This design comes from an exercise in tuning for small area on the open sky130 flow, not from production work. Only simulation tests tie the RTL to the original design; equivalence was not proved. Power is estimated from default activity; no workload was simulated.

<file path="design/flow/flow/run.sh">
#!/bin/bash
# Standard synthesis; its combinational logic re-mapped for area (flow/reabc.tcl);
# then the standard layout, with a small port buffer and a clock tree without
# dummy loads.  Each tool's output goes to a log file of its own here.
set -euo pipefail
R=orfs/results/$FLOW_PLATFORM/snn_wrapper/base
bash standard.sh synth > flow_synth.log 2>&1
cp $R/1_2_yosys.v flow_std_synth.v
KEEP="sky130_fd_sc_hd__df* sky130_fd_sc_hd__edf* sky130_fd_sc_hd__sdf* sky130_fd_sc_hd__sedf* sky130_fd_sc_hd__dl*"
YOSYS=$(command -v yosys || echo "$FLOW_HOME/../tools/install/yosys/bin/yosys")
LIB=$FLOW_HOME/platforms/$FLOW_PLATFORM/lib/sky130_fd_sc_hd__tt_025C_1v80.lib \
NETLIST=$R/1_2_yosys.v TOP=$FLOW_TOP KEEP_CELLS="$KEEP" ABC_SCRIPT=flow/area.abc \
  "$YOSYS" -c flow/reabc.tcl > flow_reabc.log 2>&1
rm -f $R/1_synth.odb $R/1_synth.sdc
bash standard.sh \
  "BUFFER_PORTS_ARGS=-buffer_cell sky130_fd_sc_hd__buf_1" \
  "CTS_ARGS=-sink_clustering_enable -repair_clock_nets -dont_use_dummy_load -buf_list sky130_fd_sc_hd__clkbuf_8 -sink_clustering_size 16 -sink_clustering_max_diameter 50" \
  finish > flow_make.log 2>&1
</file>
<file path="design/flow/flow/area.abc">
&get -n
&st
&dch -f
&nf -R 1000 -p -F 8 -A 4 -C 32
&put
</file>
<file path="design/flow/flow/reabc.tcl">
# Re-map the combinational logic of the standard synthesis netlist with an
# area-oriented ABC script.  Flip-flops and latches (KEEP_CELLS) are
# kept as they are, instance for instance, so the registers keep the
# standard synthesis's names and cell types.
set lib $::env(LIB)
set net $::env(NETLIST)
yosys read_liberty -ignore_miss_func $lib
yosys setattr -mod -set blackbox 1 {*}$::env(KEEP_CELLS)
yosys read_verilog $net
yosys hierarchy -top $::env(TOP)
yosys flatten
yosys opt_clean
yosys abc -liberty $lib -dont_use sky130_fd_sc_hd__lpflow_* -dont_use sky130_fd_sc_hd__probe* -script $::env(ABC_SCRIPT)
yosys opt_clean -purge
yosys hilomap -singleton -hicell sky130_fd_sc_hd__conb_1 HI -locell sky130_fd_sc_hd__conb_1 LO
yosys splitnets
yosys opt_clean -purge
yosys stat -liberty $lib
yosys write_verilog -noattr -noexpr -nohex -nodec $net
</file>
<file path="design/flow/standard.sh">
#!/bin/bash
# synth_recipe.tcl (not shown) runs the flow's synth.tcl, then flattens the netlist and writes it again
# the make line also repeats each setting of config.mk as NAME=value (left out here)
make -C /OpenROAD-flow-scripts/flow DESIGN_CONFIG=/design/flow/config.mk WORK_HOME=/design/flow/orfs CLKGATE_MAP_FILE= SYNTH_SCRIPT=/design/flow/synth_recipe.tcl "${@:-finish}"
</file>
<file path="design/flow/config.mk">
export PLATFORM = sky130hd
export DESIGN_NAME = snn_wrapper
export DESIGN_NICKNAME = snn_wrapper
export VERILOG_FILES = /design/flow/design.v
export SDC_FILE = /design/flow/constraint.sdc
export NUM_CORES = 4
export LEC_CHECK = 0
export ABC_AREA = 1
export CAP_MARGIN = 20
export CORE_MARGIN = 2
export CORE_UTILIZATION = 40
export GPL_TIMING_DRIVEN = 0
export PLACE_DENSITY = 0.6
export SETUP_SLACK_MARGIN = 0.2
export SLEW_MARGIN = 20
export SYNTH_MEMORY_MAX_BITS = 16384
</file>
<file path="design/flow/constraint.sdc">
create_clock -name core_clock -period 10.0 [get_ports {clk}]
set_input_delay 2.0000 -clock core_clock [delete_from_list [all_inputs] [get_ports {clk}]]
set_output_delay 2.0000 -clock core_clock [all_outputs]
set_load 0.01 [all_outputs]
</file>
<file path="design/flow/design.v">
module snn_csa_o(
    input  [30:0] b,
    input  [4:0] c,
    output [5:0] s
);
    wire w1 = b[0] ^ b[1] ^ b[2];
    wire w2 = (b[0] & (b[1] | b[2])) | (b[1] & b[2]);
    wire w3 = b[3] ^ b[4] ^ b[5];
    wire w4 = (b[3] & (b[4] | b[5])) | (b[4] & b[5]);
    wire w5 = b[6] ^ b[7] ^ b[8];
    wire w6 = (b[6] & (b[7] | b[8])) | (b[7] & b[8]);
    wire w7 = b[9] ^ b[10] ^ b[11];
    wire w8 = (b[9] & (b[10] | b[11])) | (b[10] & b[11]);
    wire w9 = b[12] ^ b[13] ^ b[14];
    wire w10 = (b[12] & (b[13] | b[14])) | (b[13] & b[14]);
    wire w11 = b[15] ^ b[16] ^ b[17];
    wire w12 = (b[15] & (b[16] | b[17])) | (b[16] & b[17]);
    wire w13 = b[18] ^ b[19] ^ b[20];
    wire w14 = (b[18] & (b[19] | b[20])) | (b[19] & b[20]);
    wire w15 = b[21] ^ b[22] ^ b[23];
    wire w16 = (b[21] & (b[22] | b[23])) | (b[22] & b[23]);
    wire w17 = b[24] ^ b[25] ^ b[26];
    wire w18 = (b[24] & (b[25] | b[26])) | (b[25] & b[26]);
    wire w19 = b[27] ^ b[28] ^ b[29];
    wire w20 = (b[27] & (b[28] | b[29])) | (b[28] & b[29]);
    wire w21 = b[30] ^ c[0] ^ w1;
    wire w22 = (b[30] & (c[0] | w1)) | (c[0] & w1);
    wire w23 = w3 ^ w5 ^ w7;
    wire w24 = (w3 & (w5 | w7)) | (w5 & w7);
    wire w25 = w9 ^ w11 ^ w13;
    wire w26 = (w9 & (w11 | w13)) | (w11 & w13);
    wire w27 = w15 ^ w17 ^ w19;
    wire w28 = (w15 & (w17 | w19)) | (w17 & w19);
    wire w29 = w21 ^ w23 ^ w25;
    wire w30 = (w21 & (w23 | w25)) | (w23 & w25);
    wire w31 = w27 ^ w29;
    wire w32 = w27 & w29;
    assign s[0] = w31;
    wire w33 = c[1] ^ w2 ^ w4;
    wire w34 = (c[1] & (w2 | w4)) | (w2 & w4);
    wire w35 = w6 ^ w8 ^ w10;
    wire w36 = (w6 & (w8 | w10)) | (w8 & w10);
    wire w37 = w12 ^ w14 ^ w16;
    wire w38 = (w12 & (w14 | w16)) | (w14 & w16);
    wire w39 = w18 ^ w20 ^ w22;
    wire w40 = (w18 & (w20 | w22)) | (w20 & w22);
    wire w41 = w24 ^ w26 ^ w28;
    wire w42 = (w24 & (w26 | w28)) | (w26 & w28);
    wire w43 = w30 ^ w32 ^ w33;
    wire w44 = (w30 & (w32 | w33)) | (w32 & w33);
    wire w45 = w35 ^ w37 ^ w39;
    wire w46 = (w35 & (w37 | w39)) | (w37 & w39);
    wire w47 = w41 ^ w43 ^ w45;
    wire w48 = (w41 & (w43 | w45)) | (w43 & w45);
    assign s[1] = w47;
    wire w49 = c[2] ^ w34 ^ w36;
    wire w50 = (c[2] & (w34 | w36)) | (w34 & w36);
    wire w51 = w38 ^ w40 ^ w42;
    wire w52 = (w38 & (w40 | w42)) | (w40 & w42);
    wire w53 = w44 ^ w46 ^ w48;
    wire w54 = (w44 & (w46 | w48)) | (w46 & w48);
    wire w55 = w49 ^ w51 ^ w53;
    wire w56 = (w49 & (w51 | w53)) | (w51 & w53);
    assign s[2] = w55;
    wire w57 = c[3] ^ w50 ^ w52;
    wire w58 = (c[3] & (w50 | w52)) | (w50 & w52);
    wire w59 = w54 ^ w56 ^ w57;
    wire w60 = (w54 & (w56 | w57)) | (w56 & w57);
    assign s[3] = w59;
    wire w61 = c[4] ^ w58 ^ w60;
    wire w62 = (c[4] & (w58 | w60)) | (w58 & w60);
    assign s[4] = w61;
    assign s[5] = w62;
endmodule
module snn_ring #(
    parameter N    = 30,   
    parameter W    = 15,   
    parameter JB   = 5,
    parameter IB   = 4,
    parameter ANY  = 0,    
    parameter ARM0 = 0     
) (
    input               clk,
    input               rst,
    input               fresh,
    input               start,      
    input               wbit,       
    output reg [JB-1:0] j,
    output reg [IB-1:0] i,
    output              u,          
    output              ud,         
    output              p,          
    output reg          rd,
    output reg          wr,
    output              done,       
    output              wdone       
);
    localparam L = N * W;
    reg [L-5:0] F;         
    reg [3:0]   dl;        
    reg         armed;
    reg [1:0]   wc;        
    wire bnd  = (i == W - 1);
    wire last = ANY ? (wc == N - 1) : (j == N - 1);
    assign u  = (fresh && rd) ? (i == 12) : F[0];
    assign ud = dl[3];
    generate
        if (W == 15) begin : g15
            assign p = !fresh && !F[11] && F[10];               
        end else begin : g16
            assign p = !fresh && !F[12] && (F[11] || F[10]);    
        end
    endgenerate
    assign done  = rd && bnd && last;
    assign wdone = wr && !rd && (i == 3);
    always @(posedge clk) begin
        F  <= {wr ? wbit : ud, F[L-5:1]};
        dl <= {dl[2:0], u};
        if (rst) begin
            i     <= 0;
            j     <= 0;
            rd    <= 1'b0;
            wr    <= 1'b0;
            armed <= ARM0;
            wc    <= 2'd0;
        end else begin
            i <= bnd ? {IB{1'b0}} : i + 1'b1;
            if (bnd) j <= (j == N - 1) ? {JB{1'b0}} : j + 1'b1;
            if (i == 3) wr <= rd;
            if (start) armed <= 1'b1;
            if (bnd) begin
                if (ANY) begin
                    if (rd) begin
                        wc <= wc + 1'b1;
                        if (last) rd <= 1'b0;
                    end else if (armed) begin
                        rd    <= 1'b1;
                        armed <= 1'b0;
                        wc    <= 2'd0;
                    end
                end else if (j == N - 1) begin
                    rd <= armed;
                    if (armed) armed <= 1'b0;
                end
            end
        end
    end
endmodule
module snn_rom_h(
    input [4:0] j,
    input [3:0] i,
    output reg [8:0] d
);
    always @* begin
        case ({j, i})
        9'd0: d = 9'h083;
        9'd1: d = 9'h1ce;
        9'd2: d = 9'h021;
        9'd3: d = 9'h109;
        9'd4: d = 9'h0ea;
        9'd5: d = 9'h10c;
        9'd6: d = 9'h0ea;
        9'd7: d = 9'h0c2;
        9'd8: d = 9'h07b;
        9'd9: d = 9'h1c5;
        9'd10: d = 9'h09f;
        9'd11: d = 9'h160;
        9'd12: d = 9'h0d5;
        9'd13: d = 9'h015;
        9'd14: d = 9'h015;
        9'd15: d = 9'h015;
        9'd16: d = 9'h176;
        9'd17: d = 9'h0c9;
        9'd18: d = 9'h01a;
        9'd19: d = 9'h1eb;
        9'd20: d = 9'h0b3;
        9'd21: d = 9'h068;
        9'd22: d = 9'h0a4;
        9'd23: d = 9'h1b9;
        9'd24: d = 9'h0b7;
        9'd25: d = 9'h01e;
        9'd26: d = 9'h03e;
        9'd27: d = 9'h0fd;
        9'd28: d = 9'h1dc;
        9'd29: d = 9'h05d;
        9'd30: d = 9'h05c;
        9'd31: d = 9'h05c;
        9'd32: d = 9'h0c4;
        9'd33: d = 9'h1d9;
        9'd34: d = 9'h0db;
        9'd35: d = 9'h120;
        9'd36: d = 9'h012;
        9'd37: d = 9'h1e1;
        9'd38: d = 9'h174;
        9'd39: d = 9'h1fd;
        9'd40: d = 9'h194;
        9'd41: d = 9'h03d;
        9'd42: d = 9'h1e6;
        9'd43: d = 9'h0e6;
        9'd44: d = 9'h192;
        9'd45: d = 9'h082;
        9'd46: d = 9'h082;
        9'd47: d = 9'h082;
        9'd48: d = 9'h14e;
        9'd49: d = 9'h06d;
        9'd50: d = 9'h091;
        9'd51: d = 9'h044;
        9'd52: d = 9'h1c4;
        9'd53: d = 9'h0b2;
        9'd54: d = 9'h090;
        9'd55: d = 9'h187;
        9'd56: d = 9'h1fe;
        9'd57: d = 9'h14e;
        9'd58: d = 9'h1b5;
        9'd59: d = 9'h1df;
        9'd60: d = 9'h0c0;
        9'd61: d = 9'h0d1;
        9'd62: d = 9'h0c1;
        9'd63: d = 9'h0c1;
        9'd64: d = 9'h123;
        9'd65: d = 9'h154;
        9'd66: d = 9'h17f;
        9'd67: d = 9'h17b;
        9'd68: d = 9'h187;
        9'd69: d = 9'h125;
        9'd70: d = 9'h02d;
        9'd71: d = 9'h15b;
        9'd72: d = 9'h065;
        9'd73: d = 9'h175;
        9'd74: d = 9'h05c;
        9'd75: d = 9'h005;
        9'd76: d = 9'h16f;
        9'd77: d = 9'h036;
        9'd78: d = 9'h026;
        9'd79: d = 9'h026;
        9'd80: d = 9'h1b7;
        9'd81: d = 9'h0be;
        9'd82: d = 9'h1c1;
        9'd83: d = 9'h1b9;
        9'd84: d = 9'h092;
        9'd85: d = 9'h1c8;
        9'd86: d = 9'h1c2;
        9'd87: d = 9'h02d;
        9'd88: d = 9'h07a;
        9'd89: d = 9'h1f2;
        9'd90: d = 9'h12d;
        9'd91: d = 9'h0ef;
        9'd92: d = 9'h063;
        9'd93: d = 9'h016;
        9'd94: d = 9'h006;
        9'd95: d = 9'h006;
        9'd96: d = 9'h1a0;
        9'd97: d = 9'h1d5;
        9'd98: d = 9'h166;
        9'd99: d = 9'h141;
        9'd100: d = 9'h148;
        9'd101: d = 9'h0bf;
        9'd102: d = 9'h1fe;
        9'd103: d = 9'h17a;
        9'd104: d = 9'h13e;
        9'd105: d = 9'h1e1;
        9'd106: d = 9'h1ca;
        9'd107: d = 9'h0cf;
        9'd108: d = 9'h00e;
        9'd109: d = 9'h07a;
        9'd110: d = 9'h00a;
        9'd111: d = 9'h00a;
        9'd112: d = 9'h12b;
        9'd113: d = 9'h125;
        9'd114: d = 9'h1e4;
        9'd115: d = 9'h1f8;
        9'd116: d = 9'h052;
        9'd117: d = 9'h04d;
        9'd118: d = 9'h179;
        9'd119: d = 9'h173;
        9'd120: d = 9'h14a;
        9'd121: d = 9'h152;
        9'd122: d = 9'h159;
        9'd123: d = 9'h142;
        9'd124: d = 9'h0bb;
        9'd125: d = 9'h0c1;
        9'd126: d = 9'h0c1;
        9'd127: d = 9'h0c1;
        9'd128: d = 9'h026;
        9'd129: d = 9'h0dc;
        9'd130: d = 9'h153;
        9'd131: d = 9'h00a;
        9'd132: d = 9'h159;
        9'd133: d = 9'h009;
        9'd134: d = 9'h09d;
        9'd135: d = 9'h13e;
        9'd136: d = 9'h043;
        9'd137: d = 9'h13a;
        9'd138: d = 9'h0f7;
        9'd139: d = 9'h1ed;
        9'd140: d = 9'h05b;
        9'd141: d = 9'h0c6;
        9'd142: d = 9'h042;
        9'd143: d = 9'h042;
        9'd144: d = 9'h0ab;
        9'd145: d = 9'h191;
        9'd146: d = 9'h04f;
        9'd147: d = 9'h17a;
        9'd148: d = 9'h18c;
        9'd149: d = 9'h1aa;
        9'd150: d = 9'h1c3;
        9'd151: d = 9'h11d;
        9'd152: d = 9'h0ff;
        9'd153: d = 9'h15b;
        9'd154: d = 9'h16f;
        9'd155: d = 9'h09d;
        9'd156: d = 9'h03d;
        9'd157: d = 9'h0da;
        9'd158: d = 9'h018;
        9'd159: d = 9'h018;
        9'd160: d = 9'h1cb;
        9'd161: d = 9'h034;
        9'd162: d = 9'h16a;
        9'd163: d = 9'h0cd;
        9'd164: d = 9'h0b9;
        9'd165: d = 9'h00d;
        9'd166: d = 9'h17d;
        9'd167: d = 9'h1e9;
        9'd168: d = 9'h060;
        9'd169: d = 9'h048;
        9'd170: d = 9'h138;
        9'd171: d = 9'h19d;
        9'd172: d = 9'h04f;
        9'd173: d = 9'h081;
        9'd174: d = 9'h001;
        9'd175: d = 9'h001;
        9'd176: d = 9'h026;
        9'd177: d = 9'h088;
        9'd178: d = 9'h19f;
        9'd179: d = 9'h1a8;
        9'd180: d = 9'h180;
        9'd181: d = 9'h172;
        9'd182: d = 9'h17c;
        9'd183: d = 9'h068;
        9'd184: d = 9'h12a;
        9'd185: d = 9'h065;
        9'd186: d = 9'h0a6;
        9'd187: d = 9'h06c;
        9'd188: d = 9'h141;
        9'd189: d = 9'h047;
        9'd190: d = 9'h041;
        9'd191: d = 9'h041;
        9'd192: d = 9'h18b;
        9'd193: d = 9'h0f8;
        9'd194: d = 9'h0a0;
        9'd195: d = 9'h199;
        9'd196: d = 9'h1e0;
        9'd197: d = 9'h1b9;
        9'd198: d = 9'h110;
        9'd199: d = 9'h141;
        9'd200: d = 9'h033;
        9'd201: d = 9'h1ab;
        9'd202: d = 9'h0bc;
        9'd203: d = 9'h155;
        9'd204: d = 9'h041;
        9'd205: d = 9'h029;
        9'd206: d = 9'h001;
        9'd207: d = 9'h001;
        9'd208: d = 9'h050;
        9'd209: d = 9'h0a4;
        9'd210: d = 9'h103;
        9'd211: d = 9'h181;
        9'd212: d = 9'h06a;
        9'd213: d = 9'h062;
        9'd214: d = 9'h1e6;
        9'd215: d = 9'h187;
        9'd216: d = 9'h077;
        9'd217: d = 9'h1b5;
        9'd218: d = 9'h14b;
        9'd219: d = 9'h1d0;
        9'd220: d = 9'h036;
        9'd221: d = 9'h030;
        9'd222: d = 9'h030;
        9'd223: d = 9'h030;
        9'd224: d = 9'h099;
        9'd225: d = 9'h14c;
        9'd226: d = 9'h072;
        9'd227: d = 9'h0f5;
        9'd228: d = 9'h134;
        9'd229: d = 9'h1fa;
        9'd230: d = 9'h188;
        9'd231: d = 9'h047;
        9'd232: d = 9'h156;
        9'd233: d = 9'h1bc;
        9'd234: d = 9'h15f;
        9'd235: d = 9'h1e5;
        9'd236: d = 9'h0b9;
        9'd237: d = 9'h08e;
        9'd238: d = 9'h08c;
        9'd239: d = 9'h08c;
        9'd240: d = 9'h0e7;
        9'd241: d = 9'h0bd;
        9'd242: d = 9'h0eb;
        9'd243: d = 9'h059;
        9'd244: d = 9'h1b8;
        9'd245: d = 9'h16f;
        9'd246: d = 9'h162;
        9'd247: d = 9'h08a;
        9'd248: d = 9'h0ad;
        9'd249: d = 9'h132;
        9'd250: d = 9'h06e;
        9'd251: d = 9'h17d;
        9'd252: d = 9'h141;
        9'd253: d = 9'h0ef;
        9'd254: d = 9'h061;
        9'd255: d = 9'h061;
        9'd256: d = 9'h1fc;
        9'd257: d = 9'h082;
        9'd258: d = 9'h0fa;
        9'd259: d = 9'h176;
        9'd260: d = 9'h1f8;
        9'd261: d = 9'h1c5;
        9'd262: d = 9'h0d0;
        9'd263: d = 9'h146;
        9'd264: d = 9'h013;
        9'd265: d = 9'h152;
        9'd266: d = 9'h112;
        9'd267: d = 9'h072;
        9'd268: d = 9'h092;
        9'd269: d = 9'h075;
        9'd270: d = 9'h010;
        9'd271: d = 9'h010;
        9'd272: d = 9'h1f3;
        9'd273: d = 9'h02e;
        9'd274: d = 9'h1c5;
        9'd275: d = 9'h042;
        9'd276: d = 9'h0e6;
        9'd277: d = 9'h016;
        9'd278: d = 9'h199;
        9'd279: d = 9'h077;
        9'd280: d = 9'h0ba;
        9'd281: d = 9'h1b9;
        9'd282: d = 9'h0e2;
        9'd283: d = 9'h1f8;
        9'd284: d = 9'h0a7;
        9'd285: d = 9'h0f7;
        9'd286: d = 9'h0e7;
        9'd287: d = 9'h0e7;
        9'd288: d = 9'h1a9;
        9'd289: d = 9'h07a;
        9'd290: d = 9'h1d6;
        9'd291: d = 9'h075;
        9'd292: d = 9'h1da;
        9'd293: d = 9'h0e2;
        9'd294: d = 9'h054;
        9'd295: d = 9'h1d6;
        9'd296: d = 9'h0b2;
        9'd297: d = 9'h09e;
        9'd298: d = 9'h044;
        9'd299: d = 9'h1a0;
        9'd300: d = 9'h0e1;
        9'd301: d = 9'h0ab;
        9'd302: d = 9'h0a1;
        9'd303: d = 9'h0a1;
        9'd304: d = 9'h020;
        9'd305: d = 9'h0c5;
        9'd306: d = 9'h0af;
        9'd307: d = 9'h082;
        9'd308: d = 9'h18e;
        9'd309: d = 9'h184;
        9'd310: d = 9'h09d;
        9'd311: d = 9'h1ed;
        9'd312: d = 9'h081;
        9'd313: d = 9'h1f4;
        9'd314: d = 9'h0bd;
        9'd315: d = 9'h1b1;
        9'd316: d = 9'h06a;
        9'd317: d = 9'h013;
        9'd318: d = 9'h002;
        9'd319: d = 9'h002;
        9'd320: d = 9'h05d;
        9'd321: d = 9'h1d2;
        9'd322: d = 9'h16f;
        9'd323: d = 9'h05e;
        9'd324: d = 9'h102;
        9'd325: d = 9'h0ec;
        9'd326: d = 9'h112;
        9'd327: d = 9'h03e;
        9'd328: d = 9'h0f9;
        9'd329: d = 9'h0a6;
        9'd330: d = 9'h1f7;
        9'd331: d = 9'h1e8;
        9'd332: d = 9'h133;
        9'd333: d = 9'h011;
        9'd334: d = 9'h011;
        9'd335: d = 9'h011;
        9'd336: d = 9'h1c7;
        9'd337: d = 9'h1f8;
        9'd338: d = 9'h079;
        9'd339: d = 9'h17e;
        9'd340: d = 9'h039;
        9'd341: d = 9'h038;
        9'd342: d = 9'h057;
        9'd343: d = 9'h10e;
        9'd344: d = 9'h0bf;
        9'd345: d = 9'h1c6;
        9'd346: d = 9'h10d;
        9'd347: d = 9'h0ba;
        9'd348: d = 9'h070;
        9'd349: d = 9'h058;
        9'd350: d = 9'h058;
        9'd351: d = 9'h058;
        9'd352: d = 9'h09c;
        9'd353: d = 9'h02c;
        9'd354: d = 9'h069;
        9'd355: d = 9'h022;
        9'd356: d = 9'h1d5;
        9'd357: d = 9'h179;
        9'd358: d = 9'h0f4;
        9'd359: d = 9'h1ff;
        9'd360: d = 9'h0f8;
        9'd361: d = 9'h194;
        9'd362: d = 9'h045;
        9'd363: d = 9'h14e;
        9'd364: d = 9'h08e;
        9'd365: d = 9'h0e4;
        9'd366: d = 9'h0c4;
        9'd367: d = 9'h0c4;
        9'd368: d = 9'h00c;
        9'd369: d = 9'h1ce;
        9'd370: d = 9'h1a0;
        9'd371: d = 9'h024;
        9'd372: d = 9'h1fc;
        9'd373: d = 9'h025;
        9'd374: d = 9'h041;
        9'd375: d = 9'h02b;
        9'd376: d = 9'h147;
        9'd377: d = 9'h0b9;
        9'd378: d = 9'h15d;
        9'd379: d = 9'h15b;
        9'd380: d = 9'h020;
        9'd381: d = 9'h0ed;
        9'd382: d = 9'h061;
        9'd383: d = 9'h061;
        9'd384: d = 9'h1c6;
        9'd385: d = 9'h190;
        9'd386: d = 9'h179;
        9'd387: d = 9'h0c2;
        9'd388: d = 9'h03c;
        9'd389: d = 9'h14b;
        9'd390: d = 9'h076;
        9'd391: d = 9'h0a5;
        9'd392: d = 9'h1f5;
        9'd393: d = 9'h16c;
        9'd394: d = 9'h0a6;
        9'd395: d = 9'h19d;
        9'd396: d = 9'h0fe;
        9'd397: d = 9'h0a4;
        9'd398: d = 9'h0a4;
        9'd399: d = 9'h0a4;
        9'd400: d = 9'h0fe;
        9'd401: d = 9'h048;
        9'd402: d = 9'h09d;
        9'd403: d = 9'h0cd;
        9'd404: d = 9'h0ab;
        9'd405: d = 9'h098;
        9'd406: d = 9'h1e1;
        9'd407: d = 9'h10c;
        9'd408: d = 9'h16f;
        9'd409: d = 9'h049;
        9'd410: d = 9'h195;
        9'd411: d = 9'h08d;
        9'd412: d = 9'h1f9;
        9'd413: d = 9'h010;
        9'd414: d = 9'h010;
        9'd415: d = 9'h010;
        9'd416: d = 9'h186;
        9'd417: d = 9'h1c1;
        9'd418: d = 9'h07a;
        9'd419: d = 9'h0c2;
        9'd420: d = 9'h088;
        9'd421: d = 9'h059;
        9'd422: d = 9'h0b7;
        9'd423: d = 9'h02c;
        9'd424: d = 9'h035;
        9'd425: d = 9'h129;
        9'd426: d = 9'h07d;
        9'd427: d = 9'h19c;
        9'd428: d = 9'h122;
        9'd429: d = 9'h07d;
        9'd430: d = 9'h030;
        9'd431: d = 9'h030;
        9'd432: d = 9'h059;
        9'd433: d = 9'h0c1;
        9'd434: d = 9'h07f;
        9'd435: d = 9'h0c6;
        9'd436: d = 9'h14b;
        9'd437: d = 9'h1c4;
        9'd438: d = 9'h12f;
        9'd439: d = 9'h107;
        9'd440: d = 9'h0ed;
        9'd441: d = 9'h082;
        9'd442: d = 9'h096;
        9'd443: d = 9'h13d;
        9'd444: d = 9'h173;
        9'd445: d = 9'h07c;
        9'd446: d = 9'h074;
        9'd447: d = 9'h074;
        9'd448: d = 9'h1e9;
        9'd449: d = 9'h033;
        9'd450: d = 9'h010;
        9'd451: d = 9'h0a0;
        9'd452: d = 9'h0cc;
        9'd453: d = 9'h0ab;
        9'd454: d = 9'h041;
        9'd455: d = 9'h014;
        9'd456: d = 9'h130;
        9'd457: d = 9'h1fa;
        9'd458: d = 9'h018;
        9'd459: d = 9'h104;
        9'd460: d = 9'h09f;
        9'd461: d = 9'h0a5;
        9'd462: d = 9'h085;
        9'd463: d = 9'h085;
        9'd464: d = 9'h1cc;
        9'd465: d = 9'h0cb;
        9'd466: d = 9'h1f3;
        9'd467: d = 9'h14a;
        9'd468: d = 9'h008;
        9'd469: d = 9'h0eb;
        9'd470: d = 9'h1a0;
        9'd471: d = 9'h01b;
        9'd472: d = 9'h128;
        9'd473: d = 9'h0b3;
        9'd474: d = 9'h0cc;
        9'd475: d = 9'h1eb;
        9'd476: d = 9'h053;
        9'd477: d = 9'h0a5;
        9'd478: d = 9'h001;
        9'd479: d = 9'h001;
        9'd480: d = 9'h099;
        9'd481: d = 9'h14c;
        9'd482: d = 9'h072;
        9'd483: d = 9'h0f5;
        9'd484: d = 9'h134;
        9'd485: d = 9'h1fa;
        9'd486: d = 9'h188;
        9'd487: d = 9'h047;
        9'd488: d = 9'h156;
        9'd489: d = 9'h1bc;
        9'd490: d = 9'h15f;
        9'd491: d = 9'h1e5;
        9'd492: d = 9'h0b9;
        9'd493: d = 9'h08e;
        9'd494: d = 9'h08c;
        9'd495: d = 9'h08c;
        9'd496: d = 9'h0e7;
        9'd497: d = 9'h0bd;
        9'd498: d = 9'h0eb;
        9'd499: d = 9'h059;
        9'd500: d = 9'h1b8;
        9'd501: d = 9'h16f;
        9'd502: d = 9'h162;
        9'd503: d = 9'h08a;
        9'd504: d = 9'h0ad;
        9'd505: d = 9'h132;
        9'd506: d = 9'h06e;
        9'd507: d = 9'h17d;
        9'd508: d = 9'h141;
        9'd509: d = 9'h0ef;
        9'd510: d = 9'h061;
        9'd511: d = 9'h061;
        default: d = 9'h0;
        endcase
    end
endmodule
module snn_rom_o(
    input [1:0] j,
    input [3:0] i,
    output reg [30:0] d
);
    always @* begin
        case ({j, i})
        6'd0: d = 31'h712cf436;
        6'd1: d = 31'h64815345;
        6'd2: d = 31'h775e2a3c;
        6'd3: d = 31'h23fee131;
        6'd4: d = 31'h7f3d39a8;
        6'd5: d = 31'h72eca1f2;
        6'd6: d = 31'h69f5ceaf;
        6'd7: d = 31'h30f0714d;
        6'd8: d = 31'h266bd760;
        6'd9: d = 31'h1e232b85;
        6'd10: d = 31'h4dbf4cbc;
        6'd11: d = 31'h2235466f;
        6'd12: d = 31'h6540afa6;
        6'd13: d = 31'h3f1b3ee7;
        6'd14: d = 31'h270a0e26;
        6'd15: d = 31'h270a0e26;
        6'd16: d = 31'h4a06ddb9;
        6'd17: d = 31'h19a9134b;
        6'd18: d = 31'h6d050c82;
        6'd19: d = 31'h0295f85c;
        6'd20: d = 31'h65eb5086;
        6'd21: d = 31'h38391be6;
        6'd22: d = 31'h0347ff27;
        6'd23: d = 31'h01bfaeae;
        6'd24: d = 31'h63f73225;
        6'd25: d = 31'h4319c43b;
        6'd26: d = 31'h3bfb7b0c;
        6'd27: d = 31'h699dcd99;
        6'd28: d = 31'h39f8e3b6;
        6'd29: d = 31'h32f2bebf;
        6'd30: d = 31'h30b28693;
        6'd31: d = 31'h30b28693;
        6'd32: d = 31'h3a92d76a;
        6'd33: d = 31'h36a232e9;
        6'd34: d = 31'h033915b1;
        6'd35: d = 31'h1e5fa1c4;
        6'd36: d = 31'h39cc4669;
        6'd37: d = 31'h451d91bf;
        6'd38: d = 31'h3fe10746;
        6'd39: d = 31'h38a93f7b;
        6'd40: d = 31'h6cd5fecc;
        6'd41: d = 31'h28caa655;
        6'd42: d = 31'h274e4493;
        6'd43: d = 31'h3f641ddb;
        6'd44: d = 31'h4991f20d;
        6'd45: d = 31'h29b9eb83;
        6'd46: d = 31'h0901e303;
        6'd47: d = 31'h0901e303;
        6'd48: d = 31'h60b2d603;
        6'd49: d = 31'h5014217e;
        6'd50: d = 31'h7b523628;
        6'd51: d = 31'h4a54149a;
        6'd52: d = 31'h75065ec6;
        6'd53: d = 31'h5801603e;
        6'd54: d = 31'h290b7d41;
        6'd55: d = 31'h530a49f7;
        6'd56: d = 31'h0b68e533;
        6'd57: d = 31'h69766e31;
        6'd58: d = 31'h3daeab4e;
        6'd59: d = 31'h555a0c73;
        6'd60: d = 31'h3e85eb04;
        6'd61: d = 31'h37ffdb9d;
        6'd62: d = 31'h169e4804;
        6'd63: d = 31'h169e4804;
        default: d = 31'h0;
        endcase
    end
endmodule
`timescale 1ns / 1ps
module snn_wrapper(
        input clk,
        input rst,
        input [7:0] i_input_neurons,
        output [3:0] o_output_spike,
        output [29:0] o_hidden_spike
    );
    reg [9:0] tcnt;
    reg       tick_d;
    wire      tick = (tcnt == 10'h3ac);
    always @(posedge clk) begin
        if (rst || tick)
            tcnt <= 10'h001;
        else
            tcnt <= {tcnt[8:0], tcnt[9] ^ tcnt[6]};
        if (rst)
            tick_d <= 1'b0;
        else
            tick_d <= tick;
    end
    reg  [7:0]  in_s;      
    reg  [29:0] hs;        
    reg  [3:0]  os;        
    reg         fresh;     
    always @(posedge clk)
        if (tick) in_s <= i_input_neurons;
    assign o_hidden_spike = hs & {30{tick_d}};
    assign o_output_spike = os & {4{tick_d}};
    wire        wbit;
    wire [1:0]  oj;
    wire [3:0]  oi;
    wire        ou, oud, op, ord, owr, owdone;
    snn_ring #(.N(4), .W(16), .JB(2), .IB(4), .ANY(1), .ARM0(1)) u_oring (
        .clk(clk), .rst(rst), .fresh(fresh), .start(tick_d), .wbit(wbit),
        .j(oj), .i(oi), .u(ou), .ud(oud), .p(op), .rd(ord), .wr(owr),
        .done(), .wdone(owdone)
    );
    wire [4:0]  hj;
    wire [3:0]  hi;
    wire        hu, hud, hp, hrd, hwr, hdone;
    snn_ring #(.N(30), .W(15), .JB(5), .IB(4), .ANY(0), .ARM0(0)) u_hring (
        .clk(clk), .rst(rst), .fresh(fresh), .start(owdone), .wbit(wbit),
        .j(hj), .i(hi), .u(hu), .ud(hud), .p(hp), .rd(hrd), .wr(hwr),
        .done(hdone), .wdone()
    );
    wire        om   = ord || owr;           
    wire [3:0]  i    = om ? oi : hi;
    wire        u    = om ? ou : hu;
    wire        ud   = om ? oud : hud;
    wire        bnd  = om ? (oi == 4'd15) : (hi == 4'd14);
    wire        zi   = om ? (oi == 4'd0) : (hi == 4'd1);    
    wire [30:0] orom;
    wire [8:0]  hrom;
    snn_rom_o u_rom_o (.j(oj), .i(oi), .d(orom));
    snn_rom_h u_rom_h (.j(hj), .i(hi), .d(hrom));
    wire [29:0] og = hs & orom[29:0] & {30{om && !fresh}};
    wire [7:0]  hg = in_s & hrom[7:0] & {8{!om && !fresh}};
    wire [30:0] cb = {om ? orom[30] : hrom[8], og[29:8], og[7:0] | hg};
    reg  [4:0]  creg;      
    reg         breg;      
    reg         yreg;      
    reg  [2:0]  dh;        
    reg         preg;      
    wire [4:0]  cin = (i == 4'd0) ? 5'd0 : creg;
    wire [5:0]  sum;                     
    snn_csa_o u_sum (.b(cb), .c(cin), .s(sum));
    wire        xb  = sum[0];
    wire [1:0]  ds  = xb + !u + ((i == 4'd0) ? 1'b1 : breg);
    wire [2:0]  dhi = creg[2:0] - ((sum[3:0] + 1'b1) >> 1) + u - 1'b1 + ds[1];
    wire        dd  = (i < 4'd4) ? dh[(i[1:0] == 2'd3) ? 2'd2 : i[1:0]] : ds[0];
    wire [1:0]  ys  = ud + dd + ((i == 4'd4) ? 1'b0 : yreg);
    assign wbit = preg ? zi : ys[0];
    always @(posedge clk) begin
        creg <= sum[5:1];
        breg <= ds[1];
        yreg <= ys[1];
        if (bnd) dh <= dhi;
        if (i == 4'd3) preg <= om ? op : hp;
        if (ord && oi == 4'd3) os[oj] <= op;
        if (hrd && hi == 4'd3) hs <= {hp, hs[29:1]};    
        if (rst)
            fresh <= 1'b1;
        else if (hdone)
            fresh <= 1'b0;
    end
endmodule
</file>
==> results of run 1 <==
worst max-delay path, delay by kind of cell (launching register included):
kind | cells | cell delay (ns)
and+or+nand+nor | 16 | 3.72
AOI/OAI and AO/OA | 5 | 1.60
DFF | 1 | 1.15
xor gates and xnor gates | 10 | 1.99
flip-flops by register name, indices dropped and copies added, names as in the netlist, 2 cells and up:
register    flops
u_hring.F     446
u_oring.F      60
hs             30
tcnt           10
in_s            8
creg            5
u_hring.j       5
os              4
u_hring.dl      4
u_hring.i       4
u_oring.dl      4
u_oring.i       4
dh              3
u_oring.j       2
u_oring.wc      2
layout make-up:
| class | instances | area share [%] |
|---|---|---|
| flip-flops and latches | 602 | 56.32 |
| inverters | 15 | 0.2641 |
| clock buffers | 50 | 3.091 |
| repair buffers | 63 | 2.360 |
| multi-input cells | 1338 | 34.19 |
| well taps | 672 | 3.777 |
how the worst max path moves through the flow:
stage | from | endpoint | slack [ns] | cells after the start
4_1_cts | u_hring.i[0] | dh[2] | 1.74 | 30
3_5_place_dp | u_hring.i[0] | dh[2] | 1.71 | 30
5_1_grt | u_hring.i[0] | dh[2] | 1.07 | 30
3_3_place_gp | u_hring.i[3] | dh[2] | -2.38 | 30
2_1_floorplan | u_hring.j[0] | dh[2] | 1.98 | 29
6_report | u_hring.i[0] | dh[2] | 1.31 | 31
where the power goes:
group          total [uW]  switching (uW)  internal (uW)  leakage [uW]
clock                1120             680            445      0.000359
sequential           2450            20.3           2430       0.00491
combinational         319             236           82.5       0.00264
routing by layer:
layer	up-vias	GRT usage [%]	share of wire (%)	wire length [um]
li1	7412	-	-	-
met1	8037	39.98	43	32470
met2	1080	38.54	39	29620
met3	241	9.713	13	9642
met4	6	14.20	5.1	3872
met5	-	1.379	0.16	122
metrics by stage:
stage	power [uW]	hold slack, ns	setup slack, ns	util (%)
6_report	3891	0.2795	1.306	44.65
3_5_place_dp	2800	0.3121	1.714	43.26
4_1_cts	3918	0.2498	1.744	44.64
3_3_place_gp	2804	0.3098	-2.377	42.28
5_1_grt	4041	0.2776	1.068	44.65
2_1_floorplan	2661	0.3096	1.985	-
cells in the final DEF, fill, tap and decap left out, types with 20 or more instances in the layout:
| cell type | count |
|---|---|
| o211ai_1 | 32 |
| nand2_1 | 187 |
| nand3_1 | 59 |
| dfxtp_1 | 543 |
| o31ai_1 | 21 |
| a21oi_1 | 157 |
| nand2b_1 | 20 |
| nor2b_1 | 20 |
| edfxtp_1 | 46 |
| o21ai_0 | 150 |
| xnor2_1 | 31 |
| and2_0 | 51 |
| nor2_1 | 186 |
| clkbuf_8 | 50 |
| a31oi_1 | 58 |
| nor3_1 | 57 |
| a211oi_1 | 28 |
| buf_1 | 42 |
==> results.toml, run 1 <==
[final_layout]
area_delta_synth_final_pct = 10.87
final_area_mm2 = 0.02226
num-fill-cells = 4819
antenna_cells = 0
nNetsFinal = 2080
drive_above_1_share_pct = 5.513
ff_latch_area_mm2 = 0.01254
fin_cells = 2740
multi_input_area_mm2 = 0.007611

[worst_setup_path]
r2r_setup_slack_ns = 1.31
r2r_end = "dh[2]"
cpMostUsedCell = "nor2_1"
worst_setup_path_start_kind = "register"
crit_fanout = 23
slowest_stage = "dfxtp_1"
reg2reg_depth = 31
worstPathArrival_ns = 9.07
cp-end-kind = "register"
worstPathRequired_ns = 10.37
crit_type = "reg -> reg"
critPathMaxStageDelay_ns = 1.15
regToRegStartpoint = "u_hring.i[0]"

[pwr]
p_leak_uw = 0.007906
powerDensity_mw_per_mm2 = 174.8
peakVddDrop_v = 0.0001729

[cts]
cts_tree = "yes"
cts_hold_buffers = 0
clkTransAtPathRegs_ns = 0.09
cts_buffers = 50
clock-sinks = 602
post_cts_resized = 0
clkLatencyLatePin_ns = 0.64
ctsRootBufferMaster = "clkbuf_8"
clockBufferDepth = 3
postCtsSetupBuffers = 0
htree_levels = 2

[synthesis]
netlist_area_mm2 = 0.02008
avgSynthCellArea_um2 = 10.27
synth_nets = 1965
synth_warnings = 5
syn_inst = 1955

[routing]
via_per_inst = 6.123
antenna_left = 0
drt_iter0_drc = 2340
drt_first_pass_iters = 6
wl_per_cell_um = 27.64
route.vias.total = 16776
drc = 0
totalWireLength_um = 75730

[timing]
fin_crit_sh_pct = 86.94
relSlewSlack_pct = 16.24
tightestPinTransition_ns = 1.255
setup_violations = 0
finalSetupTns_ns = 0
max_freq_mhz = 115.0
drv_slew = 0
hold_viol = 0
period_needed_ns = 8.694
skew_ns = 0.08721
rsz0062_at_grt = "false"

[floorplan]
row_count = 82
start_util_pct = 40.27
core_area_mm2 = 0.04986
die_y_um = 228.1
die_width_um = 228.1
ios = 44
fp.dieArea_mm2 = 0.05201

[placed_design]
globalplace.congestion = 1.020
dpl.hpwl_um = 51620
place_area_mm2 = 0.02157
dp.cells = 2690
portBuffers = 43

[hold_path]
worst_hold_path.endpoint = "u_oring.F[58]"
hp-start = "u_oring.F[59]"
whs_path_depth = 0
hp-class = "reg -> reg"

[grt]
grt.total_usage_pct = 28.47
grt_pass1_vias = 16149
antenna_found_initial = 2
grt_max_degree = 63
grt_pass1_wl_um = 110500
globalRoute.totalOverflow = 0

[run]
maxCapViolations = 0

[status]
status = "no timing/DRC/antenna violations"
==> inputs of run 2 (changes only) <==
--- a/design/flow/config.mk
+++ b/design/flow/config.mk
@@ -12,5 +12,4 @@
 export GPL_TIMING_DRIVEN = 0
 export PLACE_DENSITY = 0.6
-export SETUP_SLACK_MARGIN = 0.2
 export SLEW_MARGIN = 20
 export SYNTH_MEMORY_MAX_BITS = 16384
==> results.toml, run 2 <==
[status]
status = "no timing/DRC/antenna violations"

[worst_setup_path]
crit_fanout = 23
critPathMaxStageDelay_ns = 1.15
cpMostUsedCell = "nor2_1"
worst_setup_path_start_kind = "register"
worstPathArrival_ns = 9.07
crit_type = "reg -> reg"
slowest_stage = "dfxtp_1"
r2r_setup_slack_ns = 1.31
cp-end-kind = "register"
reg2reg_depth = 31
r2r_end = "dh[2]"
regToRegStartpoint = "u_hring.i[0]"
worstPathRequired_ns = 10.37

[grt]
globalRoute.totalOverflow = 0
antenna_found_initial = 2
grt_max_degree = 63
grt.total_usage_pct = 28.47
grt_pass1_wl_um = 110500
grt_pass1_vias = 16149

[final_layout]
area_delta_synth_final_pct = 10.87
mostFrequentLayoutCells = "dfxtp_1, nand2_1, nor2_1"
drive_above_1_share_pct = 5.513
final_common_cell = "dfxtp_1"
antenna_cells = 0
nNetsFinal = 2080
top_register = "u_hring.F"
largest_reg_flops = 446
final_area_mm2 = 0.02226
fin_cells = 2740
reg_top3 = "u_hring.F x446, u_oring.F x60, hs x30"

[timing]
rsz0062_at_grt = "false"
period_needed_ns = 8.694
fin_crit_sh_pct = 86.94
skew_ns = 0.08721
max_freq_mhz = 115.0
drv_slew = 0
finalSetupTns_ns = 0
hold_viol = 0
tightestPinTransition_ns = 1.255
relSlewSlack_pct = 16.24
setup_violations = 0

[pwr]
peakVddDrop_v = 0.0001729
swShare_pct = 24.07
combinationalPowerShare_pct = 8.2
clock_power_share_pct = 28.9
powerDensity_mw_per_mm2 = 174.8
pwr-share-seq_pct = 62.9
p_leak_uw = 0.007906
p_int_uw = 2954
power_uw = 3891
total_switching_power_uw = 936.8

[routing]
totalWireLength_um = 75730
wl_per_cell_um = 27.64
drt_first_pass_iters = 6
drc = 0
route.vias.total = 16776
antenna_left = 0
via_per_inst = 6.123
drt_iter0_drc = 2340

[hold_path]
whs_path_depth = 0
worst_hold_path.endpoint = "u_oring.F[58]"
hp-start = "u_oring.F[59]"
hp-class = "reg -> reg"

[floorplan]
die_width_um = 228.1
row_count = 82
ios = 44
start_util_pct = 40.27
die_y_um = 228.1
fp.dieArea_mm2 = 0.05201
core_area_mm2 = 0.04986

[cts]
post_cts_resized = 0
cts_hold_buffers = 0
clkTransAtPathRegs_ns = 0.09
cts_tree = "yes"
postCtsSetupBuffers = 0
clockBufferDepth = 3
clkLatencyLatePin_ns = 0.64
htree_levels = 2
cts_buffers = 50
clock-sinks = 602
ctsRootBufferMaster = "clkbuf_8"

[placed_design]
globalplace.congestion = 1.020
portBuffers = 43
dpl.hpwl_um = 51620
dp.cells = 2690
place_area_mm2 = 0.02157

[synthesis]
netlist_area_mm2 = 0.02008
synth_nets = 1965
synth_warnings = 5
syn_inst = 1955
avgSynthCellArea_um2 = 10.27

[run]
maxCapViolations = 0
## run 2: how the worst max path moves through the flow
stage,from,end,slack [ns],cells past startpoint
6_report,u_hring.i[0],dh[2],1.31,31
5_1_grt,u_hring.i[0],dh[2],1.07,30
4_1_cts,u_hring.i[0],dh[2],1.74,30
3_5_place_dp,u_hring.i[0],dh[2],1.71,30
3_3_place_gp,u_hring.i[3],dh[2],-2.38,30
2_1_floorplan,u_hring.j[0],dh[2],1.98,29
## run 2: area by class of cell
type                       instances  area (um2)
fill                            4819       27600
sequential                       602       12540
multi-input combinational       1338        7611
tap                              672       840.8
clock buffer                      50       688.2
timing repair buffer              63       525.5
inverter                          15       58.81
## run 2: critical path, delay by kind of cell, from the launching register on
| family | cells | cell delay (ns) |
|---|---|---|
| simple gates | 16 | 3.72 |
| xor+xnor | 10 | 1.99 |
| compound gates | 5 | 1.60 |
| flops | 1 | 1.15 |
## run 2: power groups by stage
| stage | Sequential (uW) | Combinational, uW | Clock (uW) |
|---|---|---|---|
| 2_1_floorplan | 2490 | 167 | 0 |
| 3_3_place_gp | 2500 | 299 | 0 |
| 3_5_place_dp | 2500 | 298 | 0 |
| 4_1_cts | 2450 | 299 | 1170 |
| 5_1_grt | 2450 | 326 | 1270 |
| 6_report | 2450 | 319 | 1120 |
## run 2: layer usage
| layer | global-route usage [%] | vias to the layer above | routed length (um) |
|---|---|---|---|
| li1 | - | 7412 | - |
| met1 | 39.98 | 8037 | 32470 |
| met2 | 38.54 | 1080 | 29620 |
| met3 | 9.713 | 241 | 9642 |
| met4 | 14.20 | 6 | 3872 |
| met5 | 1.379 | - | 122 |
## run 2: stage by stage
step / hold slack (ns) / worst slack [ns] / util [%]
floorplan: 0.3096 / 1.985 / -
global placement: 0.3098 / -2.377 / 42.28
detailed placement: 0.3121 / 1.714 / 43.26
CTS: 0.2498 / 1.744 / 44.64
global route: 0.2776 / 1.068 / 44.65
finish: 0.2795 / 1.306 / 44.65
==> inputs of run 3 (changes only) <==
--- a/design/flow/config.mk
+++ b/design/flow/config.mk
@@ -9,7 +9,7 @@
 export CAP_MARGIN = 20
 export CORE_MARGIN = 2
-export CORE_UTILIZATION = 40
+export CORE_UTILIZATION = 50
 export GPL_TIMING_DRIVEN = 0
-export PLACE_DENSITY = 0.6
+export PLACE_DENSITY = 0.7
 export SLEW_MARGIN = 20
 export SYNTH_MEMORY_MAX_BITS = 16384
==> results.toml, run 3 <==
[grt]
grt.total_usage_pct = 38.29
antenna_found_initial = 2
grt_pass1_wl_um = 116200
grt_pass1_vias = 16932
grt_max_degree = 77
globalRoute.totalOverflow = 0

[floorplan]
fp.dieArea_mm2 = 0.04178
ios = 44
die_width_um = 204.4
row_count = 73
die_y_um = 204.4
start_util_pct = 50.54
core_area_mm2 = 0.03973

[synthesis]
syn_inst = 1955
avgSynthCellArea_um2 = 10.27
synth_nets = 1965
synth_warnings = 5
netlist_area_mm2 = 0.02008

[timing]
hold_viol = 0
drv_slew = 0
skew_ns = 0.05591
rsz0062_at_grt = "false"
period_needed_ns = 9.365
max_freq_mhz = 106.8
setup_violations = 0
fin_crit_sh_pct = 93.65
layout_setup_ws_ns = 0.6347
tightestPinTransition_ns = 1.247
relSlewSlack_pct = 16.85

[pwr]
peakVddDrop_v = 0.0002267
power_uw = 3919
p_int_uw = 2948
clock_power_share_pct = 29.3
total_switching_power_uw = 971.4
p_leak_uw = 0.007882
combinationalPowerShare_pct = 8.2
powerDensity_mw_per_mm2 = 177.9
swShare_pct = 24.79
pwr-share-seq_pct = 62.4

[cts]
clkTransAtPathRegs_ns = 0.10
clock-sinks = 602
cts_buffers = 49
cts_hold_buffers = 0
clkLatencyLatePin_ns = 0.65
htree_levels = 2
post_cts_resized = 0
postCtsSetupBuffers = 0
cts_tree = "yes"
clockBufferDepth = 3
ctsRootBufferMaster = "clkbuf_8"

[final_layout]
final_area_mm2 = 0.02203
final_common_cell = "dfxtp_1"
area_delta_synth_final_pct = 9.726
largest_reg_flops = 446
top_register = "u_hring.F"
num-fill-cells = 3215
reg_top3 = "u_hring.F x446, u_oring.F x60, hs x30"
nNetsFinal = 2077
post-route-util_pct = 55.46
multi_input_area_mm2 = 0.007591
mostFrequentLayoutCells = "dfxtp_1, nand2_1, nor2_1"
drive_above_1_share_pct = 5.182
ff_latch_area_mm2 = 0.01254

[placed_design]
pre_cts_ws_ns = 1.309
dpl.hpwl_um = 54800
place_area_mm2 = 0.02133
portBuffers = 43
globalplace.congestion = 1.037

[routing]
via_per_inst = 6.748
drc = 0
wl_per_cell_um = 30.92
drt_iter0_drc = 2704
route.vias.total = 17484
totalWireLength_um = 80100
drt_first_pass_iters = 8
antenna_left = 0

[hold_path]
hp-class = "reg -> reg"

[status]
status = "no timing/DRC/antenna violations"

[worst_setup_path]
r2r_setup_slack_ns = 0.63
worstPathArrival_ns = 9.77
critPathMaxStageDelay_ns = 1.06
crit_fanout = 23
cpMostUsedCell = "xnor2_1"
worstPathRequired_ns = 10.40
cp-end-kind = "register"
worst_setup_path_start_kind = "register"
slowest_stage = "dfxtp_1"
crit_type = "reg -> reg"

[run]
maxCapViolations = 0
-- run 3: worst paths after layout --
path / start / endpoint / cells past startpoint
setup / recovery: u_hring.i[0] / dh[2] / 30
hold / removal: u_hring.F[404] / u_hring.F[403] / 0
setup reg to reg: u_hring.i[0] / dh[2] / 30
hold reg to reg: u_hring.F[404] / u_hring.F[403] / 0
-- run 3: worst max-delay path: cells and delay by family, from the launching register on --
family | cells | cell delay, ns
AND/OR/NAND/NOR | 14 | 3.91
AO/OA/AOI/OAI | 8 | 2.18
XOR/XNOR | 8 | 1.93
flip-flops | 1 | 1.06
-- run 3: per-stage QoR --
stage / TNS [ns] / hold WS (ns) / cells
floorplan: 0 / 0.3096 / 1955
global placement: -17.33 / 0.3099 / 2523
detailed placement: 0 / 0.3121 / 2540
CTS: 0 / 0.3007 / 2589
global route: 0 / 0.3059 / 2590
finish: 0 / 0.3159 / 2591
-- run 3: power by group through the flow --
stage | Sequential, uW | Clock, uW | Combinational (uW)
3_5_place_dp | 2500 | 0 | 295
4_1_cts | 2450 | 1160 | 297
2_1_floorplan | 2490 | 0 | 167
5_1_grt | 2450 | 1230 | 328
3_3_place_gp | 2500 | 0 | 291
6_report | 2450 | 1150 | 323
-- run 3: cell type report --
type | instances | area share (%)
Sequential cell | 602 | 56.90
Clock buffer | 49 | 3.061
Timing Repair Buffer | 61 | 2.328
Tap cell | 525 | 2.981
Inverter | 15 | 0.2669
Multi-Input combinational cell | 1338 | 34.45
Antenna cell | 1 | 0.01136
-- run 3: layer usage --
layer  up-vias  global-route usage [%]  routed length (um)
met5         -                       0                  29
met4         4                   18.35                4237
met3       306                   13.39               10570
met2      1341                   54.00               32810
met1      8438                   52.30               32460
li1       7395                       -                   -
==> inputs of run 4 (changes only) <==
--- a/design/flow/flow/run.sh
+++ b/design/flow/flow/run.sh
@@ -15,4 +15,4 @@
 bash standard.sh \
   "BUFFER_PORTS_ARGS=-buffer_cell sky130_fd_sc_hd__buf_1" \
-  "CTS_ARGS=-sink_clustering_enable -repair_clock_nets -dont_use_dummy_load -buf_list sky130_fd_sc_hd__clkbuf_8 -sink_clustering_size 16 -sink_clustering_max_diameter 50" \
+  "CTS_ARGS=-sink_clustering_enable -repair_clock_nets -dont_use_dummy_load -buf_list sky130_fd_sc_hd__clkbuf_4 -sink_clustering_size 12 -sink_clustering_max_diameter 40" \
   finish > flow_make.log 2>&1
--- a/design/flow/config.mk
+++ b/design/flow/config.mk
@@ -9,7 +9,7 @@
 export CAP_MARGIN = 20
 export CORE_MARGIN = 2
-export CORE_UTILIZATION = 50
+export CORE_UTILIZATION = 40
 export GPL_TIMING_DRIVEN = 0
-export PLACE_DENSITY = 0.7
+export PLACE_DENSITY = 0.6
 export SLEW_MARGIN = 20
 export SYNTH_MEMORY_MAX_BITS = 16384
==> results.toml, run 4 <==
[status]
status = "no timing/DRC/antenna violations"

[timing]
drv_slew = 0
fin_crit_sh_pct = 88.05
layout_setup_ws_ns = 1.195
tightestPinTransition_ns = 1.259
hold_ws_ns = 0.2173
setup_violations = 0
rsz0062_at_grt = "false"
hold_viol = 0
max_freq_mhz = 113.6
skew_ns = 0.1191
period_needed_ns = 8.805
relSlewSlack_pct = 15.92
finalSetupTns_ns = 0

[worst_setup_path]
critPathBufInv = 0
crit_family = "simple AND/OR/NAND/NOR gates"
slowest_stage = "dfxtp_1"
reg2reg_depth = 31
worstPathArrival_ns = 9.33
cpMostUsedCell = "nor2_1"
cp-end-kind = "register"
critPathMaxStageDelay_ns = 1.15
worst_setup_path_start_kind = "register"
crit_type = "reg -> reg"
crit_fanout = 23
r2r_setup_slack_ns = 1.20
regToRegStartpoint = "u_hring.i[0]"
worstPathRequired_ns = 10.53
r2r_end = "dh[2]"

[synthesis]
avgSynthCellArea_um2 = 10.27
synth_warnings = 5
netlist_area_mm2 = 0.02008
synth_nets = 1965
syn_inst = 1955

[hold_path]
hp-class = "reg -> reg"
whs_path_depth = 0
worst_hold_path.endpoint = "u_hring.F[1]"
hp-start = "u_hring.F[2]"

[floorplan]
fp.dieArea_mm2 = 0.05201
die_y_um = 228.1
ios = 44
core_area_mm2 = 0.04986
row_count = 82
die_width_um = 228.1
start_util_pct = 40.27

[pwr]
p_leak_uw = 0.007855
swShare_pct = 24.74
total_switching_power_uw = 927.4
clock_power_share_pct = 26.2
p_int_uw = 2820
powerDensity_mw_per_mm2 = 169.7
pwr-share-seq_pct = 65.3
peakVddDrop_v = 0.0001598
power_uw = 3748
combinationalPowerShare_pct = 8.5

[cts]
clkTransAtPathRegs_ns = 0.12
clockBufferDepth = 3
clock-sinks = 602
post_cts_resized = 0
cts_hold_buffers = 0
cts_tree = "yes"
ctsRootBufferMaster = "clkbuf_4"
postCtsSetupBuffers = 0
cts_buffers = 67
clkLatencyLatePin_ns = 0.79
htree_levels = 3

[final_layout]
final_area_mm2 = 0.02208
mostFrequentLayoutCells = "dfxtp_1, nand2_1, nor2_1"
final_common_cell = "dfxtp_1"
top_register = "u_hring.F"
largest_reg_flops = 446
area_delta_synth_final_pct = 9.969
drive_above_1_share_pct = 6.283
nNetsFinal = 2097
reg_top3 = "u_hring.F x446, u_oring.F x60, hs x30"
num-fill-cells = 4850

[grt]
gr-usage-met1_pct = 40.05
grt.total_usage_pct = 28.62
grt_use_met2_pct = 38.52
grt_max_degree = 63
globalRoute.totalOverflow = 0
antenna_found_initial = 3
met3_usage_pct = 9.888
grt_pass1_vias = 16327
grt_pass1_wl_um = 110700
grt-busiest-layer = "met1"

[routing]
totalWireLength_um = 75810
via_per_inst = 6.160
wl_per_cell_um = 27.48
antenna_left = 0
drc = 0
drt_iter0_drc = 2237
route.vias.total = 16995
drt_first_pass_iters = 6

[placed_design]
portBuffers = 43
pre_cts_ws_ns = 1.714
globalplace.congestion = 1.020
dpl.hpwl_um = 51620
place_area_mm2 = 0.02157

[run]
maxCapViolations = 0
run 4: routing by layer:
metal	part of all wire [%]	routed length, um	vias to the layer above
met5	0.16	121	-
met4	5.3	4028	6
met3	12	9087	257
met2	39	29650	1094
met1	43	32920	8172
li1	-	-	7466
run 4: power groups by stage:
stage	clock, uW	sequential [uW]	combinational, uW
after floorplan	0	2490	167
after global placement	0	2500	299
after detailed placement	0	2500	298
after CTS	1040	2450	299
after global routing	1130	2450	326
final	981	2450	319
run 4: stage by stage:
stage               instances  util [%]
floorplan                1955         -
global placement         2670     42.28
detailed placement       2690     43.26
CTS                      2757     44.27
global route             2758     44.28
finish                   2759     44.29
run 4: cell type report:
class	count	area, um2	share of cell area [%]
flip-flops and latches	602	12540	56.78
multi-input cells	1338	7611	34.47
well taps	672	840.8	3.808
repair buffers	63	525.5	2.380
clock buffers	67	503.0	2.278
inverters	15	58.81	0.2663
diodes	2	5.005	0.02266
run 4: worst max-delay path by stage:
stage                            start    end  slack, ns  cells past startpoint
after CTS                 u_hring.i[0]  dh[2]       1.68                     30
final                     u_hring.i[0]  dh[2]       1.20                     31
after global routing      u_hring.i[0]  dh[2]       1.02                     30
after floorplan           u_hring.j[0]  dh[2]       1.98                     29
after detailed placement  u_hring.i[0]  dh[2]       1.71                     30
after global placement    u_hring.i[3]  dh[2]      -2.38                     30
run 4: worst register-to-register path, delay by kind of cell (launching register included):
kind	cells	cell delay, ns
and+or+nand+nor	16	3.75
xor gates and xnor gates	10	2.06
AOI/OAI and AO/OA	5	1.62
DFF	1	1.15
==> inputs of run 5 (changes only) <==
--- a/design/flow/flow/run.sh
+++ b/design/flow/flow/run.sh
@@ -15,4 +15,4 @@
 bash standard.sh \
   "BUFFER_PORTS_ARGS=-buffer_cell sky130_fd_sc_hd__buf_1" \
-  "CTS_ARGS=-sink_clustering_enable -repair_clock_nets -dont_use_dummy_load -buf_list sky130_fd_sc_hd__clkbuf_4 -sink_clustering_size 12 -sink_clustering_max_diameter 40" \
+  "CTS_ARGS=-sink_clustering_enable -repair_clock_nets -dont_use_dummy_load -buf_list {sky130_fd_sc_hd__clkbuf_4 sky130_fd_sc_hd__clkbuf_8} -sink_clustering_size 10 -sink_clustering_max_diameter 40" \
   finish > flow_make.log 2>&1
==> results.toml, run 5 <==
[status]
status = "no timing/DRC/antenna violations"

[final_layout]
reg_top3 = "u_hring.F x446, u_oring.F x60, hs x30"
final_common_cell = "dfxtp_1"
multi_input_area_mm2 = 0.007611
area_delta_synth_final_pct = 12.67
largest_reg_flops = 446
drive_above_1_share_pct = 6.686
final_area_mm2 = 0.02263
num-fill-cells = 4770
nNetsFinal = 2106
mostFrequentLayoutCells = "dfxtp_1, nand2_1, nor2_1"
ff_latch_area_mm2 = 0.01254
top_register = "u_hring.F"

[pwr]
pwr-share-seq_pct = 58.7
combinationalPowerShare_pct = 7.6
p_int_uw = 3185
power_uw = 4176
peakVddDrop_v = 0.0001804
total_switching_power_uw = 991.4
clock_power_share_pct = 33.7
powerDensity_mw_per_mm2 = 184.6
p_leak_uw = 0.008093
swShare_pct = 23.74

[worst_setup_path]
critPathBufInv = 0
worstPathRequired_ns = 10.38
slowest_stage = "dfxtp_1"
worstPathArrival_ns = 9.15
r2r_setup_slack_ns = 1.23
crit_fanout = 23
cp-end-kind = "register"
crit_family = "simple AND/OR/NAND/NOR gates"
worst_setup_path_start_kind = "register"
cpMostUsedCell = "nor2_1"
crit_type = "reg -> reg"
critPathMaxStageDelay_ns = 1.15

[placed_design]
globalplace.congestion = 1.020
dpl.hpwl_um = 51620
place_area_mm2 = 0.02157
portBuffers = 43

[cts]
clkLatencyLatePin_ns = 0.63
postCtsSetupBuffers = 0
cts_tree = "yes"
ctsRootBufferMaster = "clkbuf_8"
cts_buffers = 76
clock-sinks = 602
cts_hold_buffers = 0
htree_levels = 3
clockBufferDepth = 3
post_cts_resized = 0
clkTransAtPathRegs_ns = 0.06

[routing]
drt_first_pass_iters = 6
drt_iter0_drc = 2363
drc = 0
via_per_inst = 6.153
antenna_left = 0
route.vias.total = 17032
wl_per_cell_um = 27.53
totalWireLength_um = 76210

[grt]
grt_pass1_vias = 16491
grt.total_usage_pct = 28.77
grt_pass1_wl_um = 111500
globalRoute.totalOverflow = 0
grt_max_degree = 63
antenna_found_initial = 1

[synthesis]
synth_warnings = 5
syn_inst = 1955
synth_nets = 1965
netlist_area_mm2 = 0.02008
avgSynthCellArea_um2 = 10.27

[floorplan]
ios = 44
die_y_um = 228.1
row_count = 82
die_width_um = 228.1
start_util_pct = 40.27
core_area_mm2 = 0.04986
fp.dieArea_mm2 = 0.05201

[timing]
max_freq_mhz = 114.0
setup_violations = 0
rsz0062_at_grt = "false"
hold_viol = 0
relSlewSlack_pct = 16.06
fin_crit_sh_pct = 87.74
drv_slew = 0
period_needed_ns = 8.774
tightestPinTransition_ns = 1.257
skew_ns = 0.08367

[run]
maxCapViolations = 0

[hold_path]
hp-class = "reg -> reg"
[run 5: final timing paths]
check / start / end / cells past startpoint
setup reg to reg: u_hring.i[0] / dh[2] / 31
hold reg to reg: u_hring.F[134] / u_hring.F[133] / 0
hold / removal: u_hring.F[134] / u_hring.F[133] / 0
setup / recovery: u_hring.i[0] / dh[2] / 31
[run 5: power groups by stage]
stage,registers (uW),logic (uW),clock network [uW]
floorplan,2490,167,0
global placement,2500,299,0
detailed placement,2500,298,0
CTS,2450,299,1460
global route,2450,326,1570
finish,2450,319,1410
[run 5: cell type report]
type	count	share of cell area, %
Multi-Input combinational cell	1338	33.64
Tap cell	672	3.716
Timing Repair Buffer	63	2.323
Antenna cell	2	0.02212
Inverter	15	0.2599
Clock buffer	76	4.623
Sequential cell	602	55.42
[run 5: through the flow]
step | util, % | setup WS, ns | TNS [ns] | hold WS (ns) | instances
floorplan | - | 1.985 | 0 | 0.3096 | 1955
global placement | 42.28 | -2.377 | -20.38 | 0.3098 | 2670
detailed placement | 43.26 | 1.714 | 0 | 0.3121 | 2690
CTS | 45.36 | 1.710 | 0 | 0.2524 | 2766
global route | 45.37 | 1.033 | 0 | 0.2709 | 2766
finish | 45.38 | 1.226 | 0 | 0.2574 | 2768
[run 5: metal layers]
layer,vias to the layer above,share of wire [%],wire length [um],track usage (%)
met5,-,0.14,108,1.379
met4,4,5.3,4060,15.20
met3,250,12,9461,10.36
met2,1107,39,30000,38.95
met1,8210,43,32580,39.69
li1,7461,-,-,-

[afterwards: timing with drivers on the ports]
How much do the figures lean on ideal ports? The routed layouts below were timed once more, with nothing changed but the port constraints. Step 1 sets driving cells, clkbuf_16 on the clock port and buf_2 on the other inputs (assumed; they add their load-dependent delay and slew). Step 2 also shifts input and output timing later by t, the mid clock arrival at the registers, as if the neighbouring blocks saw the same clock. Slacks: no drivers / after step 1 / after step 2; pairs: no drivers / after step 1.
run | shift t [ns] | setup WS [ns] | worst data-port slew with drivers (ns)
run 1 | 0.651 | 1.306 / 1.306 / 1.306 | 0.04
run 2 | 0.651 | 1.306 / 1.306 / 1.306 | 0.04
run 3 | 0.669 | 0.635 / 0.635 / 0.635 | 0.04
run 4 | 0.780 | 1.195 / 1.195 / 1.195 | 0.04
run 5 | 0.643 | 1.226 / 1.226 / 1.226 | 0.04
After both steps setup and hold are still met in every run listed.
